This is an optimization exercise on Yosys and OpenROAD, whose aim is small area and a short achievable clock period, not a production implementation. Only simulation tests tie the RTL to the original design; equivalence was not proved.

===== flow/config.mk =====
export PLATFORM = sky130hd
export DESIGN_NAME = cu_top
export DESIGN_NICKNAME = cu_top
export VERILOG_FILES = /design/flow/design.v
export SDC_FILE = /design/flow/constraint.sdc
export NUM_CORES = 4
export LEC_CHECK = 0
export CAP_MARGIN = 20
export CORE_MARGIN = 2
export CORE_UTILIZATION = 35
export PLACE_DENSITY = 0.55
export SLEW_MARGIN = 20

===== flow/constraint.sdc =====
create_clock -name core_clock -period 28.0 [get_ports {clk}]
set_input_delay 5.6000 -clock core_clock [delete_from_list [all_inputs] [get_ports {clk}]]
set_output_delay 5.6000 -clock core_clock [all_outputs]
set_load 0.01 [all_outputs]

===== flow/design.v =====
module cu_top 	#(parameter RF_DATASIZE=16, ADDRESS_WIDTH=4, SIGNAL_WIDTH=3)
		(
			input wire clk, reset, stall,
			input wire  ps_cu_trunc, ps_cu_float, 
			input wire ps_mul_en,ps_mul_otreg,
			input wire[3:0] ps_mul_dtsts,
			input wire[1:0] ps_mul_cls, ps_mul_sc,
			output wire mul_ps_mv, mul_ps_mn, mul_ps_mu, mul_ps_mi,
			input wire[(SIGNAL_WIDTH-1):0]ps_xb_w_cuEn,
			input wire ps_xb_w_bcEn,
			input wire[(ADDRESS_WIDTH-1):0] ps_xb_raddx, ps_xb_raddy, ps_xb_wadd,
			input wire [RF_DATASIZE-1:0] bc_dt,
			output wire [RF_DATASIZE-1:0] xb_dtx,	
			input wire ps_shf_en,
			input wire [1:0] ps_shf_cls,
			output wire shf_ps_sv, shf_ps_sz,
			input wire ps_alu_en,
			input wire [1:0]ps_alu_hc, ps_alu_sc2,
			input wire [2:0]ps_alu_sc1,
			input wire ps_alu_sat, ps_alu_ci, 
			output wire alu_ps_az, alu_ps_an, alu_ps_ac, alu_ps_av, alu_ps_au, alu_ps_as, alu_ps_ai,
			output wire alu_ps_compd
		);
	wire [RF_DATASIZE-1:0] xb_dty;
	wire xb_rf_w_En;
	wire [RF_DATASIZE-1:0] xb_rf_dt, alu_xb_dt, shf_xb_dt, mul_xb_dt, rf_xb_dtx, rf_xb_dty;
	crossbar #(.DATA_WIDTH(RF_DATASIZE), .ADDRESS_WIDTH(ADDRESS_WIDTH), .SIGNAL_WIDTH(SIGNAL_WIDTH)) xb_obj
		(	clk, stall,
			ps_xb_w_cuEn, ps_xb_w_bcEn,
			ps_xb_wadd, ps_xb_raddx, ps_xb_raddy,
			bc_dt, alu_xb_dt, shf_xb_dt, mul_xb_dt, rf_xb_dtx, rf_xb_dty,
			xb_dtx, xb_dty, 
			xb_rf_w_En, 
			xb_rf_dt
		);
	regfile #(.DATA_WIDTH(RF_DATASIZE), .ADDRESS_WIDTH(ADDRESS_WIDTH), .SIGNAL_WIDTH(SIGNAL_WIDTH)) rf_obj
			( 
				clk, xb_rf_w_En, 
				ps_xb_wadd,  ps_xb_raddx,  ps_xb_raddy,
				xb_rf_dt,
				rf_xb_dtx, rf_xb_dty
			);		
	multiplier #(.RF_DATASIZE(RF_DATASIZE)) mul_obj 
			(
				xb_dtx, xb_dty, mul_xb_dt,
				ps_mul_en, ps_cu_float, ps_mul_otreg, ps_cu_trunc,
				ps_mul_dtsts,
				ps_mul_cls, ps_mul_sc,
				clk, reset,
				mul_ps_mv, mul_ps_mn, mul_ps_mu, mul_ps_mi
			);	
	shifter #(.DATASIZE(RF_DATASIZE)) shf_obj
			(
				clk, reset,
				ps_shf_en, ps_shf_cls, 
				xb_dtx, xb_dty, 
				shf_xb_dt, shf_ps_sv, shf_ps_sz
			);
	alu #(.RF_DATASIZE(RF_DATASIZE)) alu_obj
			(
				clk, reset,
				xb_dtx, xb_dty, 
				alu_xb_dt,
				ps_alu_en, ps_cu_float, ps_alu_sat, ps_alu_ci, ps_cu_trunc,
				ps_alu_hc, ps_alu_sc2,
				ps_alu_sc1,
				alu_ps_az, alu_ps_an, alu_ps_ac, alu_ps_av, alu_ps_au, alu_ps_as, alu_ps_ai,
				alu_ps_compd
			);
endmodule
module regfile #(parameter DATA_WIDTH=16, ADDRESS_WIDTH=4, SIGNAL_WIDTH=3)
			( 
			input wire clk_rf,  xb_rf_w_En, 
			input wire [(ADDRESS_WIDTH-1):0]ps_xb_wadd,  ps_xb_raddx,  ps_xb_raddy,
			input wire[(DATA_WIDTH-1):0] xb_rf_dt,  
			output reg[(DATA_WIDTH-1):0] rf_xb_dtx,  rf_xb_dty
			);
reg[(DATA_WIDTH-1):0]regfile[(2**ADDRESS_WIDTH-1):0];
always@(posedge clk_rf)
begin
	if(xb_rf_w_En)
	begin
		case(ps_xb_wadd)
	4'h0:regfile[0]<=xb_rf_dt;
	4'h1:regfile[1]<=xb_rf_dt;
	4'h2:regfile[2]<=xb_rf_dt;
	4'h3:regfile[3]<=xb_rf_dt;
	4'h4:regfile[4]<=xb_rf_dt;
	4'h5:regfile[5]<=xb_rf_dt;
	4'h6:regfile[6]<=xb_rf_dt;
	4'h7:regfile[7]<=xb_rf_dt;
	4'h8:regfile[8]<=xb_rf_dt;
	4'h9:regfile[9]<=xb_rf_dt;
	4'ha:regfile[10]<=xb_rf_dt;
	4'hb:regfile[11]<=xb_rf_dt;
	4'hc:regfile[12]<=xb_rf_dt;
	4'hd:regfile[13]<=xb_rf_dt;
	4'he:regfile[14]<=xb_rf_dt;
	4'hf:regfile[15]<=xb_rf_dt;
		endcase
	end
end
always@(*)
begin
	rf_xb_dtx<=regfile[ps_xb_raddx];
	rf_xb_dty<=regfile[ps_xb_raddy];
end
endmodule 
module crossbar #(parameter DATA_WIDTH=16, ADDRESS_WIDTH=4, SIGNAL_WIDTH=3)
		(input  wire clk_dcd, ps_xb_stall,
		input wire[(SIGNAL_WIDTH-1):0] ps_xb_w_cuEn,
		input wire ps_xb_w_bcEn,
		input wire[(ADDRESS_WIDTH-1):0] ps_xb_wadd,  ps_xb_raddx,  ps_xb_raddy,
		input wire [(DATA_WIDTH-1):0] bc_dt, alu_xb_dt, shf_xb_dt, mul_xb_dt, rf_xb_dtx, rf_xb_dty,
		output reg [(DATA_WIDTH-1):0] xb_dtx, xb_dty, 
		output reg xb_rf_w_En, 
		output reg [(DATA_WIDTH-1):0]xb_rf_dt
		);
	wire x,y;
	reg[(ADDRESS_WIDTH-1):0] ps_xb_wadd_p;
	reg ps_xb_stall_p;
always @(posedge clk_dcd) begin
	ps_xb_stall_p<=ps_xb_stall;
	ps_xb_wadd_p<=ps_xb_wadd;
end
	wire cuEn=ps_xb_w_cuEn[0]|ps_xb_w_cuEn[1]|ps_xb_w_cuEn[2];
	assign x=((ps_xb_raddx==ps_xb_wadd)&ps_xb_stall_p&ps_xb_stall)|((ps_xb_raddx==ps_xb_wadd_p)&(~ps_xb_stall_p)&ps_xb_stall);
	assign y=((ps_xb_raddy==ps_xb_wadd)&ps_xb_stall_p&ps_xb_stall)|((ps_xb_raddy==ps_xb_wadd_p)&(~ps_xb_stall_p)&ps_xb_stall);
always@(*)
begin
	if(cuEn|ps_xb_w_bcEn)
	 xb_rf_w_En<=1;
		else
			xb_rf_w_En<=0;
end
always@(*)
begin
  case ({ps_xb_w_cuEn[2],ps_xb_w_cuEn[1],ps_xb_w_cuEn[0],ps_xb_w_bcEn})
  {1'b0,1'b0,1'b0,1'b1}:xb_rf_dt=bc_dt;
  {1'b0,1'b0,1'b1,1'b0}:xb_rf_dt=alu_xb_dt;
  {1'b0,1'b1,1'b0,1'b0}:xb_rf_dt=mul_xb_dt;
  {1'b1,1'b0,1'b0,1'b0}:xb_rf_dt=shf_xb_dt;
  default: xb_rf_dt=alu_xb_dt;
  endcase
end
always@(*)
begin
	begin
		case(x)
			0:xb_dtx<=rf_xb_dtx;
			1:begin
				case(xb_rf_w_En)
					0:xb_dtx<=rf_xb_dtx;
					1:xb_dtx<=xb_rf_dt;
					default:xb_dtx<=0;
				endcase
			end
			default:xb_dtx<=0;
		endcase
	end
	begin
		case(y)
			0:xb_dty<=rf_xb_dty;
			1:begin
				case(xb_rf_w_En)
					0:xb_dty<=rf_xb_dty;
					1:xb_dty<=xb_rf_dt;
					default:xb_dty<=0;
				endcase
			end
			default:xb_dty<=0;
		endcase
	end
end
endmodule 
module alu   
            #(parameter RF_DATASIZE = 16)  
            (
                input wire clk, reset,
                input wire [RF_DATASIZE-1:0] xb_dtx, xb_dty,
                output reg  [RF_DATASIZE-1:0] alu_xb_dt,
                input wire ps_alu_en, ps_alu_float, ps_alu_sat, ps_alu_ci, ps_alu_trunc,
                input wire [1:0] ps_alu_hc, ps_alu_sc2,
                input wire [2:0] ps_alu_sc1,
                output reg alu_ps_az, alu_ps_an, alu_ps_ac, alu_ps_av, alu_ps_au, alu_ps_as, alu_ps_ai,
                output wire alu_ps_compd
            );
    reg alu_en, alu_float, alu_sat, alu_trunc;
    reg [1:0]alu_hc, alu_sc2;
    reg [2:0]alu_sc1;
    wire satEn;
    always@(posedge clk or negedge reset)
    begin
        if(~reset)
        begin
                alu_en  <= 1'b0;
                alu_sat <= 1'b0;
        end
        else
        begin
            alu_en  <= ps_alu_en;
            alu_sat <= satEn; 
        end
    end
    assign satEn = alu_en ? ps_alu_sat : alu_sat;
    always@(posedge clk or negedge reset)
    begin
        if(~reset)
        begin
            alu_float <= 1'b0;
            alu_trunc <= 1'b0;
            alu_hc    <= 2'b00;
            alu_sc1   <= 3'b000;
            alu_sc2   <= 2'b00;
        end
        else 
            if(ps_alu_en)
                    begin
                        alu_float <= ps_alu_float;
                        alu_trunc <= ps_alu_trunc;
                        alu_hc    <= ps_alu_hc;
                        alu_sc1   <= ps_alu_sc1;
                        alu_sc2   <= ps_alu_sc2;
                    end 
    end
    reg [RF_DATASIZE-1:0] x, y;
    always@(posedge clk or negedge reset)
    begin
        if(~reset)
        begin
            x  <= 16'h0001;
            y  <= 16'h0000;
        end
        else
        begin
            x <= ps_alu_en ? xb_dtx : x;
            y <= ps_alu_en ? (~ps_alu_sc2[1] ? xb_dty : 16'h0000) : y; 
        end
    end
    wire invld_x, invld_y;       
    wire infs;                   
    assign invld_x = (&x[RF_DATASIZE-2:RF_DATASIZE-6]) & (|x[RF_DATASIZE-7:0]) & alu_float;
    assign invld_y = (&y[RF_DATASIZE-2:RF_DATASIZE-6]) & (|y[RF_DATASIZE-7:0]) & alu_float;
    assign infs = (&x[RF_DATASIZE-2:RF_DATASIZE-6]) & ~(|x[RF_DATASIZE-7:0]) & (&y[RF_DATASIZE-2:RF_DATASIZE-6]) & ~(|y[RF_DATASIZE-7:0]) & alu_float;
    reg sx, sy, s;
    reg [4:0] ex, ey;
    reg [15:0] e;
    reg [10:0] mx, my;
    reg [9:0] m;
    reg [4:0] diff;
    reg [4:0] tru_diff;
    reg [RF_DATASIZE-1:0] Fz;
    reg  [RF_DATASIZE-1:0] a, b;
    reg  c;
    wire signed [RF_DATASIZE-1:0] sum, cout;
    reg  [RF_DATASIZE-1:0] norm_ip;
    reg  [RF_DATASIZE-1:0] temp_x, temp_y;
    reg signed [25:0] temp_dt_2, temp_dt_3;
    reg signed [15:0] temp_dt_1, temp_dt; 
    always@(*)
    begin
        sx = 0; sy = 0; mx = 0; my = 0; tru_diff = 0;
        temp_x = 0; temp_y = 0; temp_dt_1 = 0; temp_dt_2 = 0; temp_dt_3 = 0;
        if(alu_hc == 2'b00)      
        begin
            if(alu_float & ~alu_sc1[0])      
            begin
                temp_dt = 0;
                sx = x[RF_DATASIZE-1];
                sy = y[RF_DATASIZE-1];
                ex = x[RF_DATASIZE-2:RF_DATASIZE-6];
                ey = y[RF_DATASIZE-2:RF_DATASIZE-6];
                diff = ex + ~ey + 1;
                tru_diff = (diff^{5{diff[4]}}) + diff[4];
                mx = {1'b1,x[RF_DATASIZE - 7:0]} >> (tru_diff & {5{diff[4]}});
                my = {1'b1,y[RF_DATASIZE - 7:0]} >> (tru_diff & {5{~diff[4]}});
                temp_x = (ex == 5'b0_0000) ? {x[15],15'b000_0000_0000_0000} : (({{5{1'b0}},mx} ^ {16{sx}}) + sx);
                temp_y = (ey == 5'b0_0000) ? {y[15],15'b000_0000_0000_0000} : (({{5{1'b0}},my} ^ {16{sy}}) + sy);
                norm_ip = sum;
            end
            else if(alu_float)
            begin
                ey = 0;
                case(alu_sc1[2:1])
                    2'b00:           
                    begin
                        sx = 0;
                        diff = 0;
                        norm_ip = 0;
                        tru_diff = 0;
                        temp_dt = 0;
                        ex = x[RF_DATASIZE-2:RF_DATASIZE-6];
                        temp_x = {{11{1'b0}},ex};
                        temp_y = alu_sc2[1] ? 16'b1111_1111_1111_0001 : y;
                    end
                    2'b01:           
                    begin
                        diff = 0;
                        norm_ip = 0;
                        sx = x[RF_DATASIZE-1];
                        ex = x[RF_DATASIZE-2:RF_DATASIZE-6];
                        temp_x = {{11{1'b0}},ex};
                        temp_y = y;
                        temp_dt_3 = {15'b000_0000_0000_0000,((|ex) ? 1'b1 : 1'b0),x[RF_DATASIZE - 7:0]};
                        if(sum < 15)
                        begin
                            temp_dt_2 = temp_dt_3 & 0;
                        end
                        else
                        begin
                            temp_dt_2 = temp_dt_3 << sum;
                        end
                        temp_dt_1 = temp_dt_2[25:10];
                        temp_dt = alu_ps_au ? 16'h0000 : (temp_dt_1 ^ {16{sx}}) + sx;
                    end
                    2'b10:           
                    begin
                        diff = 0;
                        norm_ip = 0;
                        sx = x[RF_DATASIZE-1];
                        ex = x[RF_DATASIZE-2:RF_DATASIZE-6];
                        temp_x = {{11{1'b0}},ex};
                        temp_y = y;
                        temp_dt_3 = {15'b000_0000_0000_0000,((|ex) ? 1'b1 : 1'b0),x[RF_DATASIZE - 7:0]};
                        if(sum < 15)
                        begin
                            temp_dt_2 = temp_dt_3 & 0;
                        end
                        else
                        begin
                            temp_dt_2 = temp_dt_3 << sum;
                        end
                        if(~alu_trunc)
                        begin
                            if(~temp_dt_2[9] & (~alu_trunc))	
                                temp_dt_1 = temp_dt_2[25:10];
                            else
                            begin
                                if(temp_dt_2[8:0] == 9'b0_0000_0000)
                                    temp_dt_1 = (temp_dt_2[25:10] + temp_dt_2[10]);
                                else
                                    temp_dt_1 = (temp_dt_2[25:10] + 1);
                            end
                        end
                        else
                            temp_dt_1 = temp_dt_2[25:10];
                        temp_dt = alu_ps_au ? (sx ? (alu_trunc ? 16'hffff : 16'h0000) : 16'h0000) : ((temp_dt_1 ^ {16{sx}}) + sx);
                    end
                    2'b11:           
                    begin
                        sx = 0;
                        ex = 0;
                        diff = 0;
                        temp_x = 1;
                        temp_y = 0;
                        tru_diff = 0;
                        temp_dt = 0;
                        norm_ip = x;
                    end
                    default:
                    begin
                        sx = 0;
                        ex = 0;
                        temp_x = 1;
                        temp_y = 0;
                    end
                endcase
            end
            else             
            begin
                ex = 0;
                ey = 0;
                diff = 0;
                norm_ip = 0;
                tru_diff = 0;
                temp_dt = 0;
                temp_x = x;
                temp_y = y;
            end
            c = (~alu_float) & alu_sc1[0] & ps_alu_ci;
            a = (alu_sc2[1] & alu_sc1[1] & ~alu_sc1[0]) ? (~temp_x): temp_x;
            b = alu_sc2[1] ? (((^alu_sc1[2:1]) & (~alu_float)) ? (16'hffff + (ps_alu_ci & alu_sc1[0])) : ((temp_y & {16{alu_sc2[0]}}) + ({15'b000_0000_0000_0000, (~alu_sc1[0])}) + c)) : (alu_sc2[0] ? (~temp_y + 1 - alu_sc1[0] + c) : (temp_y + c));
        end
        else
        begin
            ex = 0;
            ey = 0;
            diff = 0;
            norm_ip = 0;
            a = 1;
            b = 0;
            c = 0;
            tru_diff = 0;
            temp_dt = 0;
        end
    end
    reg [RF_DATASIZE-1:0] num_x, num_y;
    reg temp_max;    
    reg max;         
    reg [RF_DATASIZE-1:0] norm_x, norm_y;
    always@(*)
    begin
        num_x = 0; norm_x = 0; norm_y = 0;
        if(alu_hc == 2'b10)          
        begin
            norm_x = ((x[14:10] == 5'b0_0000) & alu_float) ? {x[15],15'b000_0000_0000_0000} : x;
            norm_y = ((y[14:10] == 5'b0_0000) & alu_float) ? {y[15],15'b000_0000_0000_0000} : y;
            num_x = alu_float ? norm_x[14:0] : ((x ^ {16{x[15]}}) + x[15]);
            num_y = alu_float ? norm_y[14:0] : ((y ^ {16{y[15]}}) + y[15]);
            if(num_x[15] ^ num_y[15])
                temp_max = num_y[15];
            else if(num_x[14] ^ num_y[14])
                temp_max = num_y[14];
            else if(num_x[13] ^ num_y[13])
                temp_max = num_y[13];
            else if(num_x[12] ^ num_y[12])
                temp_max = num_y[12];
            else if(num_x[11] ^ num_y[11])
                temp_max = num_y[11];
            else if(num_x[10] ^ num_y[10])
                temp_max = num_y[10];
            else if(num_x[9] ^ num_y[9])
                temp_max = num_y[9];
            else if(num_x[8] ^ num_y[8])
                temp_max = num_y[8];
            else if(num_x[7] ^ num_y[7])
                temp_max = num_y[7];
            else if(num_x[6] ^ num_y[6])
                temp_max = num_y[6];
            else if(num_x[5] ^ num_y[5])
                temp_max = num_y[5];
            else if(num_x[4] ^ num_y[4])
                temp_max = num_y[4];
            else if(num_x[3] ^ num_y[3])
                temp_max = num_y[3];
            else if(num_x[2] ^ num_y[2])
                temp_max = num_y[2];
            else if(num_x[1] ^ num_y[1])
                temp_max = num_y[1];
            else if(num_x[0] ^ num_y[0])
                temp_max = num_y[0];
            else
                temp_max = 1'b0;
            if(x[15] ^ y[15])
                max = x[15];
            else
                max = temp_max ^ x[15];
        end
        else
        begin
            num_y = 0;
            temp_max = 0;
            max = 0;
        end
    end
    always@(*)
    begin
        case(alu_hc)
            2'b00:       
            begin
                if(alu_float & ~alu_sc1[0])
                begin
                    if(~alu_sc2[0])          
                        alu_ps_ai = (invld_x | invld_y) | (infs & (x[15] ^ y[15]));
                    else if(alu_sc2[0] & alu_sc1[1])
                        alu_ps_ai = (invld_x | invld_y);
                    else
                        alu_ps_ai = (invld_x | invld_y) | (infs & ~(x[15] ^ y[15]));
                    alu_ps_av = (alu_sc1[1] & alu_sc2[0]) ? 1'b0 : (e[5] ^ (&e[4:0])) & (~alu_ps_ai);       
                    alu_ps_au = (alu_sc1[1] & alu_sc2[0]) ? 1'b0 : e[15] | ~(|e[14:0]) & (~alu_ps_ai);      
                    alu_xb_dt = (invld_x | invld_y) ? 16'hffff : ((~alu_sc2[1] & alu_sc1[2]) ? {1'b0,Fz[14:0]} : Fz);
                end
                else if(alu_float)
                begin
                    case(alu_sc1[2:1])
                        2'b00:       
                        begin
                            alu_ps_ai = invld_x;
                            alu_ps_av = (alu_sc2[1] ? ((&ex | ~(|ex)) & ~invld_x) : (~y[15] & ((|sum[15:5]) | (&sum[4:0])))) & (~alu_ps_ai);       
                            alu_ps_au = (sum[15] | ~(|sum[14:0])) & ~(alu_sc2[1]) & (~alu_ps_ai);              
                            if(alu_sc2[1])
                            begin
                                if(invld_x)
                                    alu_xb_dt = 16'hffff;
                                else if(alu_ps_av)
                                    alu_xb_dt = satEn ? ({16{&ex}} & 16'h7fff | {16{~(|ex)}} & 16'h8000) : ({16{&ex}} & 16'h7c00 | {16{~(|ex)}} & 16'hfc00);
                                else
                                    alu_xb_dt = sum;
                            end
                            else
                            begin
                                alu_xb_dt = alu_ps_av ? (alu_trunc ? {x[15],15'b11110_11_1111_1111} : {x[15],15'b11111_00_0000_0000}) : (alu_ps_au ? {x[15],15'b000_0000_0000_0000} : {x[RF_DATASIZE-1], sum[4:0],x[9:0]});
                            end
                        end
                        2'b01:       
                        begin
                            alu_ps_av = (((sum > 29) | &ex) ? 1'b1 : 1'b0) & (~invld_x);
                            alu_ps_au = (|temp_dt_3[10:0]) & (sum < 15) & (~invld_x);
                            alu_ps_ai = invld_x | (~satEn & alu_ps_av);
                            if(invld_x)
                                alu_xb_dt = 16'hffff;
                            else if(satEn)
                                alu_xb_dt = alu_ps_av ? (sx ? 16'h8000 : 16'h7fff) : temp_dt;
                            else
                                alu_xb_dt = alu_ps_av ? 16'hffff : temp_dt;
                        end
                        2'b10:       
                        begin
                            alu_ps_av = (((sum > 29) | &ex) ? 1'b1 : 1'b0) & (~invld_x);
                            alu_ps_au = (|temp_dt_3[10:0]) & (sum < 15) & (~invld_x);
                            alu_ps_ai = invld_x | (~satEn & alu_ps_av);
                            if(invld_x)
                                alu_xb_dt = 16'hffff;
                            else if(satEn)
                                alu_xb_dt = alu_ps_av ? (sx ? 16'h8000 : 16'h7fff) : temp_dt;
                            else
                                alu_xb_dt = alu_ps_av ? 16'hffff : temp_dt;
                        end
                        2'b11:       
                        begin
                            alu_ps_ai = 1'b0;        
                            alu_ps_av = (~y[15] & ((|e[15:5]) | (&e[4:0]))) & (~alu_ps_ai);       
                            alu_ps_au = (e[15] | ~(|e[14:0])) & (~alu_ps_ai);                     
                            alu_xb_dt = ~(|x) ? 16'h0000 : Fz;
                        end  
                    endcase
                end
                else
                begin
                    alu_ps_au = 1'b0;        
                    alu_ps_av = ((alu_sc1 == 3'b010) ? 1'b0 : (cout[RF_DATASIZE-1] ^ cout[RF_DATASIZE-2]));        
                    alu_ps_ai = 1'b0;        
                    alu_xb_dt = (satEn & alu_ps_av) ? (sum[15] ? 16'h7fff : 16'h8000) : ((~alu_sc2[1] & alu_sc1[1] & ~alu_sc2[0]) ? (sum >>> 1) : sum);
                end
            end       
            2'b10:       
            begin
                alu_ps_av = 1'b0;        
                alu_ps_au = 1'b0;        
                alu_ps_ai = invld_x | invld_y;     
                case(alu_sc1[1:0])
                    2'b00:       
                        alu_xb_dt = alu_ps_ai ? 16'b1111_1111_1111_1111 : (max ? norm_x : norm_y);
                    2'b10:       
                        alu_xb_dt = alu_ps_ai ? 16'b1111_1111_1111_1111 : (max ? norm_y : norm_x);
                    2'b01:       
                        alu_xb_dt = alu_ps_ai ? 16'b1111_1111_1111_1111 : (temp_max ? x : (alu_float ? ((x[15]) ? {1'b1,num_y} : {1'b0,num_y}) : ((x[15]) ? ({1'b0,num_y} ^ {16{1'b1}} + 1'b1): {1'b0,num_y})));
                    2'b11:       
                        alu_xb_dt = alu_ps_ai ? 16'b1111_1111_1111_1111 : ((x == y) ? 0 : (max ? 16'hffff : 16'h0001));
                    default:
                        alu_xb_dt = 16'h1;
                endcase
            end
            2'b01:       
            begin
                alu_ps_av = 1'b0;        
                alu_ps_au = 1'b0;        
                alu_ps_ai = 1'b0;        
                case(alu_sc1)
                    3'b000:      
                        alu_xb_dt = x & y;
                    3'b001:      
                        alu_xb_dt = x | y;
                    3'b010:      
                        alu_xb_dt = x ^ y;
                    3'b100:      
                        alu_xb_dt = &x;
                    3'b101:      
                        alu_xb_dt = |x;
                    3'b111:      
                        alu_xb_dt = ~x;
                    default: 
                        alu_xb_dt = 16'h1;
                endcase
            end
            2'b11:       
            begin
                case(alu_sc1)
                    3'b000:      
                    begin
                        alu_ps_av = 1'b0;        
                        alu_ps_au = 1'b0;        
                        if((x[RF_DATASIZE-2:RF_DATASIZE-6] == 5'b0_0000))
                        begin
                            alu_xb_dt = {~x[RF_DATASIZE-1],15'b000_0000_0000_0000};
                            alu_ps_ai = 1'b0;        
                        end
                        else if(invld_x)
                        begin
                            alu_xb_dt = 16'b1111_1111_1111_1111;
                            alu_ps_ai = 1'b1;        
                        end
                        else
                        begin
                            alu_xb_dt = {~x[RF_DATASIZE-1], x[RF_DATASIZE-2:0]};
                            alu_ps_ai = 1'b0;        
                        end
                    end
                    3'b001:      
                    begin
                        alu_ps_av = 1'b0;        
                        alu_ps_au = 1'b0;        
                        if((x[RF_DATASIZE-2:RF_DATASIZE-6] == 5'b0_0000) & alu_float)
                        begin
                            alu_xb_dt = {x[RF_DATASIZE-1],15'b000_0000_0000_0000};
                            alu_ps_ai = 1'b0;        
                        end
                        else if(invld_x)
                        begin
                            alu_xb_dt = 16'b1111_1111_1111_1111;
                            alu_ps_ai = 1'b1;        
                        end
                        else
                        begin
                            alu_xb_dt = x;
                            alu_ps_ai = 1'b0;        
                        end
                    end
                    3'b010:      
                    begin
                        alu_ps_av = 1'b0;        
                        alu_ps_au = 1'b0;        
                        if(x[RF_DATASIZE-2:RF_DATASIZE-6] == 5'b00000)
                        begin
                            alu_xb_dt = {x[RF_DATASIZE-1],15'b000_0000_0000_0000};
                            alu_ps_ai = 1'b0;        
                        end
                        else
                            if(x[RF_DATASIZE-2:RF_DATASIZE-6] == 5'b11111)
                            begin
                                alu_xb_dt = 16'b1111_1111_1111_1111;
                                alu_ps_ai = 1'b1;        
                            end
                            else
                            begin
                                alu_xb_dt = {1'b1, x[RF_DATASIZE-7:0], 5'b0_0000};
                                alu_ps_ai = 1'b1;        
                            end
                    end
                    3'b011:      
                    begin
                        alu_ps_au = 1'b0;        
                        alu_ps_ai = invld_x;     
                        alu_ps_av = (alu_float ? 1'b0 : ((x == 16'b1000_0000_0000_0000) ? 1'b1 : 1'b0)) & (~alu_ps_ai);        
                        alu_xb_dt = alu_float ? {1'b0, x[RF_DATASIZE-2:0]} : ((satEn & alu_ps_av) ? 16'h7fff : (({16{x[RF_DATASIZE-1]}} ^ x) + x[RF_DATASIZE-1]));
                    end
                    3'b100:      
                    begin
                        alu_ps_av = 1'b0;        
                        alu_ps_au = 1'b0;        
                        alu_ps_ai = invld_x | invld_y;
                        if(x[RF_DATASIZE-2:RF_DATASIZE-6] == 5'b0_0000)
                            alu_xb_dt = {y[RF_DATASIZE-1],15'b000_0000_0000_0000};
                        else
                            if(invld_x | invld_y)
                                alu_xb_dt = 16'b1111_1111_1111_1111;
                            else
                                alu_xb_dt = {y[RF_DATASIZE-1], x[RF_DATASIZE-2:0]};
                    end
                    default:
                    begin
                        alu_ps_av = 0;
                        alu_ps_au = 0;
                        alu_ps_ai = 0;
                        alu_xb_dt = 16'h1;
                    end
                endcase
            end
            default:
            begin
                alu_xb_dt = 16'h1;
            end
        endcase
    end
    reg [RF_DATASIZE-1:0] tru_norm_ip;
    reg [4:0] zeroes;
    reg [7:0] zval8;
    reg [3:0] zval4;
    reg signed [4:0] shft_amnt;
    reg signed [15:0] exp_diff;
    reg [15:0] norm_out;
    always@(*)
    begin
        zval8 = 0; zval4 = 0;
        tru_norm_ip = (norm_ip ^ {16{norm_ip[RF_DATASIZE-1]}}) + norm_ip[RF_DATASIZE-1];
        if(tru_norm_ip == 16'h0000) 	
            zeroes = 5'b10000;		 
        else
        begin
            zeroes[4] = 1'b0;
            zeroes[3] = (tru_norm_ip[15:8] == 8'h00);	
            zval8     = (zeroes[3] ? tru_norm_ip[7:0] : tru_norm_ip[15:8]);
            zeroes[2] = (zval8[7:4] == 4'h0);
            zval4     = (zeroes[2] ? zval8[3:0] : zval8[7:4]);
            zeroes[1] = (zval4[3:2] == 2'b00);
            zeroes[0] = zeroes[1] ? ~zval4[1] : ~zval4[3];
        end
        shft_amnt = 5'b0_0101 - zeroes;      
        exp_diff  = shft_amnt - {16{({alu_en,alu_float,alu_hc,alu_sc2,alu_sc1[1:0]} == 8'b11_00_00_10)}};      
        norm_out = tru_norm_ip << zeroes;
    end
    reg [9:0] rnd_out;
    always@(*)
    begin
		if(~alu_trunc)
		begin
			if(~norm_out[4])	
				rnd_out = norm_out[14:5];
			else
			begin
				if(norm_out[3:0] == 4'b0000)
					rnd_out = (norm_out[14:5] + norm_out[5]);
				else
					rnd_out = (norm_out[14:5] + 1);
			end
		end
		else
			rnd_out = norm_out[14:5];
	end
    always@(*)
    begin
        s = norm_ip[RF_DATASIZE-1];
        e = alu_sc1[0] ? (30 - zeroes + ({16{alu_sc2[1]}} & y)) : (((ex & {5{~diff[4]}}) | (ey & {5{diff[4]}})) + exp_diff);
        m = rnd_out;
        Fz = alu_ps_av ? (alu_trunc ? {s,15'b11110_11_1111_1111} : {s,15'b11111_00_0000_0000}) : (alu_ps_au ? {s,15'b000_0000_0000_0000} : {s, e[4:0], m});
    end
    always@(*)
    begin 
        alu_ps_az = ((alu_float & ~(alu_sc1[0] & ~alu_sc2[0] & (^alu_sc1[2:1]))) ? (alu_xb_dt[14:0] == 15'h0): (alu_xb_dt == 16'h0000)) & (~alu_ps_ai);          
        alu_ps_an = (({alu_hc,alu_sc1} == 5'b11_010) ? 1'b0 : alu_xb_dt[RF_DATASIZE-1]) & (~alu_ps_ai);
        alu_ps_ac = (cout[RF_DATASIZE-1] & ~(|alu_hc) & (~alu_float) & ~({alu_hc,alu_sc2,alu_sc1} == 7'b00_01_011)) & (~alu_ps_ai);
        alu_ps_as = (({alu_hc,alu_sc1[1]} == 3'b11_1) ? x[15] : 1'b0) & (~alu_ps_ai);
    end
        assign alu_ps_compd = alu_en & ({alu_hc,alu_sc1,alu_sc2} == 7'b10_011_01);
    genvar i;
    generate
        full_adder f (a[0], b[0], 1'b0, sum[0], cout[0]);
        for(i=1; i<RF_DATASIZE; i=i+1)
        begin
            full_adder f (a[i], b[i], cout[i-1], sum[i], cout[i]);
        end
    endgenerate
endmodule
module full_adder
    (
        input wire a,b,c,
        output wire sum,cout
    );
    assign sum  = a^b^c;
    assign cout = (a&b) | (b&c) | (a&c);
endmodule
module multiplier
			#(parameter RF_DATASIZE=16)
			(
				input wire[15:0] xb_dtx, xb_dty,
				output wire[15:0] mul_xb_dt,
				input wire ps_mul_en, ps_mul_float, ps_mul_otreg, ps_mul_trunc,
				input wire[3:0] ps_mul_dtsts,
				input wire[1:0] ps_mul_cls, ps_mul_sc,
				input wire clk, reset,
				output wire mul_ps_mv, mul_ps_mn, mul_ps_mu, mul_ps_mi
			);
		reg mul_en, mul_float, mul_otreg, mul_trunc;
		reg mul_rndPrdt, mul_IbF, mul_rxUbS, mul_ryUbS;
		reg[1:0] mul_cls, mul_sc;
		always@(posedge clk or negedge reset)
		begin
			if(~reset)
				mul_en <= 1'b0;
			else
				mul_en <= ps_mul_en;
		end
		always@(posedge clk or negedge reset)
		begin
		    if(~reset)
		    begin
				mul_float <= 1'b0;
		        mul_otreg <= 1'b0;
				mul_trunc <= 1'b0;
				mul_ryUbS <= 1'b0;
				mul_rxUbS <= 1'b0;
				mul_IbF <= 1'b0;
				mul_rndPrdt <= 1'b0;
				mul_cls <= 2'b00;
				mul_sc <= 2'b00;
			end
			else if(ps_mul_en)
			begin
				mul_float <= ps_mul_float;
				mul_otreg <= ps_mul_otreg;
				mul_trunc <= ps_mul_trunc;
				mul_ryUbS <= ps_mul_dtsts[3];
				mul_rxUbS <= ps_mul_dtsts[2];
				mul_IbF <= ps_mul_dtsts[1];
				mul_rndPrdt <= ps_mul_dtsts[0];
				mul_cls <= ps_mul_cls;
				mul_sc <= ps_mul_sc;
			end
		end
		reg[15:0] Rx16_latched, Ry16_latched;
		reg sx, sy;
		reg [4:0] ex, ey;
		reg [10:0] mx, my;
		wire mul_mi = &xb_dtx[14:10] | &xb_dty[14:10];
		wire den_zero = ~(|xb_dtx[14:10] & |xb_dty[14:10]);
		wire fl_ld = ps_mul_float & ~mul_mi & ~den_zero;
		always@(posedge clk or negedge reset)
		begin
			if(~reset)
			begin
				Ry16_latched <= 16'h0;
				sy <= 1'b0;
				ey <= 5'b0;
				my <= 11'b0;
			end
			else if( ps_mul_en & ps_mul_cls!=2'b00 &(~ps_mul_float))
				Ry16_latched <= xb_dty;
			else if (fl_ld)
			begin
				sy <= xb_dty[15];
				ey <= xb_dty[14:10];
				my <= {1'b1, xb_dty[9:0]};
			end
		end
		always@(posedge clk or negedge reset)
		begin
		    if(~reset)
		    begin
		        Rx16_latched <= 16'h0;
				sx <= 1'b0;
				ex <= 5'b0;
				mx <= 11'b0;
			end
			else if( ps_mul_en & ~(ps_mul_cls==2'b00 & (~ps_mul_otreg|(&ps_mul_sc))) & (~ps_mul_float))
				Rx16_latched <= xb_dtx;
			else if (fl_ld)
			begin
				sx <= xb_dtx[15];
				ex <= xb_dtx[14:10];
				mx <= {1'b1, xb_dtx[9:0]};
			end
		end
		wire xs = mul_rxUbS & Rx16_latched[15];
		wire ys = mul_ryUbS & Ry16_latched[15];
		wire signed [16:0] X17 = mul_float ? {6'b0, mx} : {xs, Rx16_latched};
		wire signed [16:0] Y17 = mul_float ? {6'b0, my} : {ys, Ry16_latched};
		wire signed [31:0] P = X17 * Y17;
		wire SS = mul_rxUbS & mul_ryUbS;
		wire UU = ~mul_rxUbS & ~mul_ryUbS;
		reg [31:0] prod32;
		always @* begin
			if (mul_float) begin
				if (SS)
					prod32 = mul_IbF ? {11'b0, P[21:2], 1'b0} : {12'b0, P[21:2]};
				else if (UU)
					prod32 = P[21] ? {10'b0, P[21:0]} : {9'b0, P[21:0], 1'b0};
				else
					prod32 = {11'b0, P[21:1]};
			end
			else
				prod32 = (SS & mul_IbF) ? {P[30:0], 1'b0} : P;
		end
		wire sg = ~mul_float & (xs ^ ys);
		wire [39:0] pext = {{8{sg}}, prod32};
		reg [39:0] mr40_data;
		reg [39:0] sat_out;
		always @* begin
			case ({mul_rxUbS, mul_IbF})
				2'b00: sat_out = (mr40_data[39:16] == 24'h0) ? mr40_data : 40'h00_0000_FFFF;
				2'b01: sat_out = (mr40_data[39:32] == 8'h0) ? mr40_data : 40'h00_FFFF_FFFF;
				2'b10: sat_out = (&mr40_data[39:15] | ~|mr40_data[39:15]) ? mr40_data :
				                 (mr40_data[39] ? 40'hFF_FFFF_8000 : 40'h00_0000_7FFF);
				2'b11: sat_out = (&mr40_data[39:31] | ~|mr40_data[39:31]) ? mr40_data :
				                 (mr40_data[39] ? 40'hFF_8000_0000 : 40'h00_7FFF_FFFF);
			endcase
		end
		wire [39:0] acc = mr40_data + (pext ^ {40{mul_cls[0]}}) + mul_cls[0];
		reg [39:0] mul40_out_data;
		reg [15:0] mr_slice;
		always @* begin
			mr_slice = 16'h0;
			case (mul_cls)
				2'b00:
					case (mul_sc)
						2'b00: begin
							mul40_out_data = {mr40_data[39:16], Rx16_latched};
							mr_slice = mr40_data[15:0];
						end
						2'b01: begin
							mul40_out_data = {{8{Rx16_latched[15]}}, Rx16_latched, mr40_data[15:0]};
							mr_slice = mr40_data[31:16];
						end
						2'b10: begin
							mul40_out_data = {Rx16_latched[7:0], mr40_data[31:0]};
							mr_slice = {{8{mr40_data[39]}}, mr40_data[39:32]};
						end
						default:
							mul40_out_data = sat_out;
					endcase
				2'b01:
					mul40_out_data = mul_float ? {3'b0, prod32, 5'b0} : pext;
				default:
					mul40_out_data = acc;
			endcase
		end
		wire rnd = mul_rndPrdt | (~mul_trunc & mul_float);
		wire inc = mul40_out_data[15] & (mul40_out_data[16] | (|mul40_out_data[14:0]));
		wire [23:0] hi = mul40_out_data[39:16];
		wire [39:0] rnd40_out = rnd ? {hi + {23'b0, inc}, 16'b0} : mul_trunc ? {hi, 16'b0} : mul40_out_data;
		always@(posedge clk or negedge reset)
		begin
			if(~reset)
				mr40_data<=40'h0;
			else if (mul_otreg & mul_en)
				mr40_data<=rnd40_out;
		end
		reg mul_mi_l, den_zero_l;
		always@(posedge clk or negedge reset)
		begin
			if(~reset)
			begin
				mul_mi_l <= 1'b0;
				den_zero_l <= 1'b0;
			end
			else if(ps_mul_en)
			begin
				mul_mi_l <= mul_mi;
				den_zero_l <= den_zero;
			end
		end
		wire s = sx ^ sy;
		wire [5:0] e = {1'b0, ex} + {1'b0, ey} + 6'd49 + {5'b0, P[21]};
		wire [15:0] mul_out = mul_float ? (mul_mi_l ? 16'hffff : den_zero_l ? 16'h0000 : {s, e[4:0], rnd40_out[25:16]}) :
		                      mul_IbF ? rnd40_out[31:16] : rnd40_out[15:0];
		wire mr_xfer = (mul_cls==2'b00) & (mul_sc!=2'b11);
		assign mul_xb_dt = mr_xfer ? mr_slice : mul_out;
		reg mul_mv;
		always @* begin
			case ({mul_rxUbS|mul_ryUbS, mul_IbF})
				2'b00: mul_mv = mul_float ? ((&e[4:0]) | (e[5] & ~e[4])) : (|rnd40_out[39:16]);
				2'b01: mul_mv = |rnd40_out[39:32];
				2'b10: mul_mv = ~(&rnd40_out[39:15] | ~|mul40_out_data[39:15]);
				2'b11: mul_mv = ~(&rnd40_out[39:31] | ~|mul40_out_data[39:31]);
			endcase
		end
		wire mul_mn = mul_float ? s : (mul_rxUbS|mul_ryUbS) & rnd40_out[39];
		wire mul_mu = mul_float & ((~|e) | (e[5] & e[4]));
		assign mul_ps_mv = ~mul_mi & mul_mv & ~mr_xfer;
		assign mul_ps_mn = ~mul_mi & mul_mn & ~mr_xfer;
		assign mul_ps_mu = ~mul_mi & mul_mu;
		assign mul_ps_mi = mul_mi & ps_mul_en;
endmodule
module shifter #(parameter DATASIZE = 16)(clk_exe, reset, ps_shf_en, ps_shf_cls, xb_dtx, xb_dty, shf_xb_dt, shf_ps_sv, shf_ps_sz);
input wire reset, clk_exe;
input wire ps_shf_en;
input wire [1:0]ps_shf_cls;
input wire [15:0]xb_dtx;
input wire [15:0]xb_dty;
output reg [15:0]shf_xb_dt;
output reg shf_ps_sv, shf_ps_sz;
reg [15:0]ip1, ip2;
reg [1:0]shf_cls;
wire [3:0] k = ip2[3:0];
wire [15:0] r1 = k[0] ? {ip1[14:0], ip1[15]}    : ip1;
wire [15:0] r2 = k[1] ? {r1[13:0], r1[15:14]}   : r1;
wire [15:0] r3 = k[2] ? {r2[11:0], r2[15:12]}   : r2;
wire [15:0] rot = k[3] ? {r3[7:0], r3[15:8]}    : r3;
reg [15:0] ge;	 
integer j;
always @* begin
	for (j = 0; j < 16; j = j + 1)
		ge[j] = (j >= k);
end
wire neg = ip2[15];
wire big_l = |ip2[14:4];
wire big_r = ~(&ip2[14:4]) | (k == 4'd0);
wire sgn = ip1[15];
wire [15:0] shl = big_l ? 16'h0000 : (rot & ge);
wire [15:0] sar = big_r ? {16{sgn}} : ((rot & ~ge) | ({16{sgn}} & ge));
wire [15:0] ashf = neg ? sar : shl;
wire [15:0] lz_in = ip1 ^ {16{shf_cls[0]}};
reg [4:0] lzc;
integer t;
always @* begin
	lzc = 5'd16;
	for (t = 0; t < 16; t = t + 1)
		if (lz_in[t]) lzc = 5'd15 - t;
end
always @* begin
	case (shf_cls)
		2'b00: begin
			shf_xb_dt = ashf;
			shf_ps_sv = ~neg & (sgn ^ ashf[15]);
			shf_ps_sz = ~|ashf;
		end
		2'b01: begin
			shf_xb_dt = rot;
			shf_ps_sv = 1'b0;
			shf_ps_sz = ~|ip1;
		end
		default: begin
			shf_xb_dt = {11'd0, lzc};
			shf_ps_sv = lzc[4];
			shf_ps_sz = lz_in[15];
		end
	endcase
end
always@(posedge clk_exe or negedge reset)
begin
	if(~reset)
	begin
		shf_cls<=2'b0;
		ip1<=16'h1;
		ip2<=16'h1;
	end
	else
	begin
		if(ps_shf_en)
		begin
			shf_cls<=ps_shf_cls;
			ip1<=xb_dtx;
			if(!ps_shf_cls[1])	ip2<=xb_dty;
		end
	end
end
endmodule

===== flow/run.sh =====
#!/bin/bash
# synth_recipe.tcl (not shown) runs the flow's synth.tcl, then flattens the netlist and writes it again
# the make line also repeats each setting of config.mk as NAME=value (left out here)
make -C /OpenROAD-flow-scripts/flow DESIGN_CONFIG=/design/flow/config.mk WORK_HOME=/design/flow/orfs CLKGATE_MAP_FILE= SYNTH_SCRIPT=/design/flow/synth_recipe.tcl finish

==> results.py <==
metrics = {
    "cts": {
        "cts_root_buf": "clkbuf_16",
        "cts.sinks": 458,
        "cts_buffers": 51,
        "cts_tree": "done",
        "cts.path.max_buffers": 3,
        "htreeDepth": 2,
        "clk_latency_ns": 0.69,
        "holdBufCountCts": 0,
        "clk_pin_slew_ns": 0.07,
    },
    "worst_setup_path": {
        "worstReg2RegStart": "alu_obj.y[11]",
        "worstPathMaxFanout": 6,
        "cp-start-kind": "primary input",
        "rr_endpoint": "mul_obj.my[0]",
        "critPathMaxStageDelay_ns": 0.57,
        "reg2regPathDepth": 86,
        "crit_slowest_cell": "or4_4",
        "crit_top_cell": "fa_2",
        "setup.worst_path.class": "primary input to primary output",
        "crit_required_ns": 22.40,
        "r2r_slack_ns": 6.23,
        "cp-end-kind": "primary output",
        "arrival_ns": 21.82,
    },
    "die": {
        "coreArea_um2": 167000,
        "num_rows": 150,
        "die_h_um": 414,
        "pin_count": 90,
        "start_util_pct": 35.2,
        "die_x_um": 414,
        "die_area_um2": 171000,
    },
    "sta": {
        "whs_ns": 0.482,
        "skew_ns": 0.0657,
        "finalSetupTns_ns": 0,
        "fin_crit_sh_pct": 97.9,
        "max_freq_ghz": 0.0365,
        "worst_pin_slew_ns": 1.27,
        "fin_crit_ns": 27.42,
        "finalSetupViolCount": 0,
        "finalHoldViolCount": 0,
        "maxSlewViolCount": 0,
        "rsz0062_at_grt": "no",
        "slew_headroom_pct": 14.3,
    },
    "routing": {
        "avgViaCountPerCell": 6.43,
        "vias": 62000,
        "first_pass_iters": 6,
        "routed_wl_mm": 285,
        "wl_per_cell_um": 29.6,
        "drt_iter0_markers": 8181,
        "drc": 0,
        "drtAntennaViolNets": 0,
    },
    "yosys": {
        "synth_flop_cell": "edfxtp_1",
        "synth_edf_count": 256,
        "synth_cell_types": 125,
        "synthesis.area_um2": 58700,
        "avgSynthCellArea_um2": 8.12,
        "synth_seq_cells": 458,
        "ys_seq_area_share_pct": 21.7,
        "async_flop_share_pct": 43.0,
        "ys.warnings.count": 6,
        "post_synth_inst_count": 7231,
    },
    "placed_design": {
        "finalWeightedCongestion": 1.05,
        "dp_hpwl_mm": 211,
        "io_buffers": 89,
    },
    "grt": {
        "grtUsageMet3_pct": 6.61,
        "grt_pass1_vias": 58600,
        "met1_usage_pct": 42.5,
        "overflow": 0,
        "track_usage_pct": 32.3,
        "busiest_layer": "met2",
        "grt_pass1_wl_mm": 410,
        "grtUsageMet2_pct": 49.4,
        "grt_max_degree": 82,
        "antenna_found_initial": 12,
    },
    "cells_and_area": {
        "num-fill-cells": 17000,
        "drive_gt1_share_pct": 13.0,
        "fin_nets": 8004,
        "area_delta_synth_final_pct": 13.4,
        "utilization_pct": 39.9,
    },
    "flow_run": {
        "drv_cap": 0,
    },
    "worst_hold_path": {
        "hold_depth": 1,
        "min_path_type": "register to register",
        "hold_start": "mul_obj.my[10]",
        "hold_end": "mul_obj.my[10]",
    },
    "status": {
        "outcome": "timing/DRC/antenna clean",
    },
}
[critical path: cells and delay by family]
family,cells,cell delay (ns)
mux,3,0.62
buf+inv,18,2.56
xor+xnor,2,0.21
fa+ha+maj,20,7.26
simple gates,10,2.22
compound gates,16,3.31
[logic make-up (layout without fill, tap and decap cells)]
logic type / count (synthesis) / in the layout / synth area share, %
flops: 458 / 458 / 21.7
other cells: 2 / 19 / 0.0128
simple gates: 2442 / 2442 / 20.4
compound gates: 2224 / 2224 / 25.8
buf+inv: 972 / 1161 / 6.36
mux: 269 / 269 / 5.38
fa+ha+maj: 560 / 560 / 15.9
xor+xnor: 304 / 304 / 4.57
[how the worst max path moves through the flow]
| stage | startpoint | to | cells after the start |
|---|---|---|---|
| floorplan | ps_alu_ci | xb_dtx[15] | 68 |
| finish | ps_alu_ci | xb_dtx[7] | 69 |
| global route | ps_alu_ci | xb_dtx[0] | 71 |
| CTS | ps_alu_ci | mul_ps_mu | 69 |
| detailed placement | ps_alu_ci | xb_dtx[7] | 67 |
| global placement | ps_alu_ci | alu_ps_az | 68 |
[final cells by class]
type,count,area [µm²],area share (%)
antenna,7,17.5,0.0263
sequential,458,12700,19.1
multi-input combinational,5811,42900,64.4
tap,2204,2760,4.14
timing repair buffer,578,4580,6.88
clock inverter,37,477,0.716
inverter,487,1830,2.75
clock buffer,59,1340,2.01
[metrics by stage]
stage | setup slack, ns | instances | cell area, µm²
2_1_floorplan | 0.0390 | 7241 | 58800
3_3_place_gp | -0.872 | 9521 | 64300
3_5_place_dp | -1.05 | 9521 | 64300
4_1_cts | 0.0206 | 9624 | 66400
5_1_grt | 0.0276 | 9637 | 66600
6_report | 0.580 | 9641 | 66600
[routing by layer]
layer  wire, µm  share of wire [%]
met2     124000                 43
met3      29000                 10
met5         31              0.011
met4      18500                6.5
met1     114000                 40
[synthesized netlist by cell type (61+ instances only)]
cell,count,share of area (%)
o211ai_1,109,1.4
o21ai_0,432,3.7
nor3_1,166,1.4
nand2b_1,73,0.78
mux2_2,92,1.8
nor4_1,74,0.79
or3_1,68,0.72
nand4_1,119,1.3
a21o_1,61,0.78
a31oi_1,86,0.92
and2_1,139,1.5
xor2_1,73,1.1
and3_1,70,0.75
ha_1,249,5.3
nand2_1,713,4.6
a22oi_1,214,2.7
o22ai_1,107,1.1
nor2_1,567,3.6
inv_1,471,3.0
dfrtp_1,194,8.3
a21oi_1,481,4.1
a211oi_1,79,1.0
a221oi_1,71,1.1
xnor2_1,229,3.4
nand3_1,196,1.7
edfxtp_1,256,13
clkbuf_1,400,2.6
mux2i_1,148,2.5
fa_1,308,10
[cell usage in the layout, fill, tap and decap left out, types with 28 or more instances in the layout]
cell and instances:
mux2_2 92, nand2b_1 73, ha_1 245, xnor2_1 228, xor2_1 73, nor3_1 145, o221ai_1 41, o31ai_1 36
o21bai_1 33, nand3_1 196, mux2i_1 148, or2_2 42, clkbuf_16 52, o22ai_1 106, edfxtp_1 256, a21oi_1 479
dfrtp_1 185, nand2_1 711, o21a_1 46, clkdlybuf4s50_1 78, nor4_1 68, o211ai_1 109, a22o_1 40, nand4_1 119
a211o_1 36, or3_1 67, o21ai_0 419, and2_1 139, mux4_2 28, inv_1 470, and3_1 70, a21o_1 61
buf_4 484, a211oi_1 75, nor2_1 553, a22oi_1 214, a221oi_1 70, fa_1 296, nor2b_1 56, a31oi_1 83
[sequential cells by signal, indices dropped and copies added (netlist names), 5 cells and up]
signal                count
mul_obj.ey                5
shf_obj.ip1              16
mul_obj.my               11
alu_obj.y                16
alu_obj.x                16
shf_obj.ip2              16
mul_obj.ex                5
mul_obj.mr40_data        40
mul_obj.Ry16_latched     16
mul_obj.Rx16_latched     16
mul_obj.mx               11
rf_obj.regfile          256
[timing repair]
item / CTS / global route
setup buffers: 7 / 10
pin swaps: 14 / 26
setup endpoints to repair: 21 / 22
resized for setup: 67 / 38

[separate check: timing with driven ports]
The results above use ideal ports. As a check the final layout listed here was re-extracted and re-timed, cells and wires unchanged.
Step 1: set_driving_cell puts a clkbuf_16 on clk and a buf_2 on each other input, an assumption about the parent block.
Step 2 moves the port delays by t, midway between the first and last clock arrival at a register: inputs arrive t later, outputs are due t later. That takes back most of the time a late clock gives input paths.
Slacks: ideal ports / drivers / drivers and shift; pairs: ideal ports / drivers.
t, ns: 0.744
setup WS [ns]: 0.580 / 0.558 / 0.558
worst setup path after step 2: input to output
After both steps setup and hold are still met in this run. The setup slack of this run moves by -0.022 ns with the drivers and by -0.022 ns with both steps.
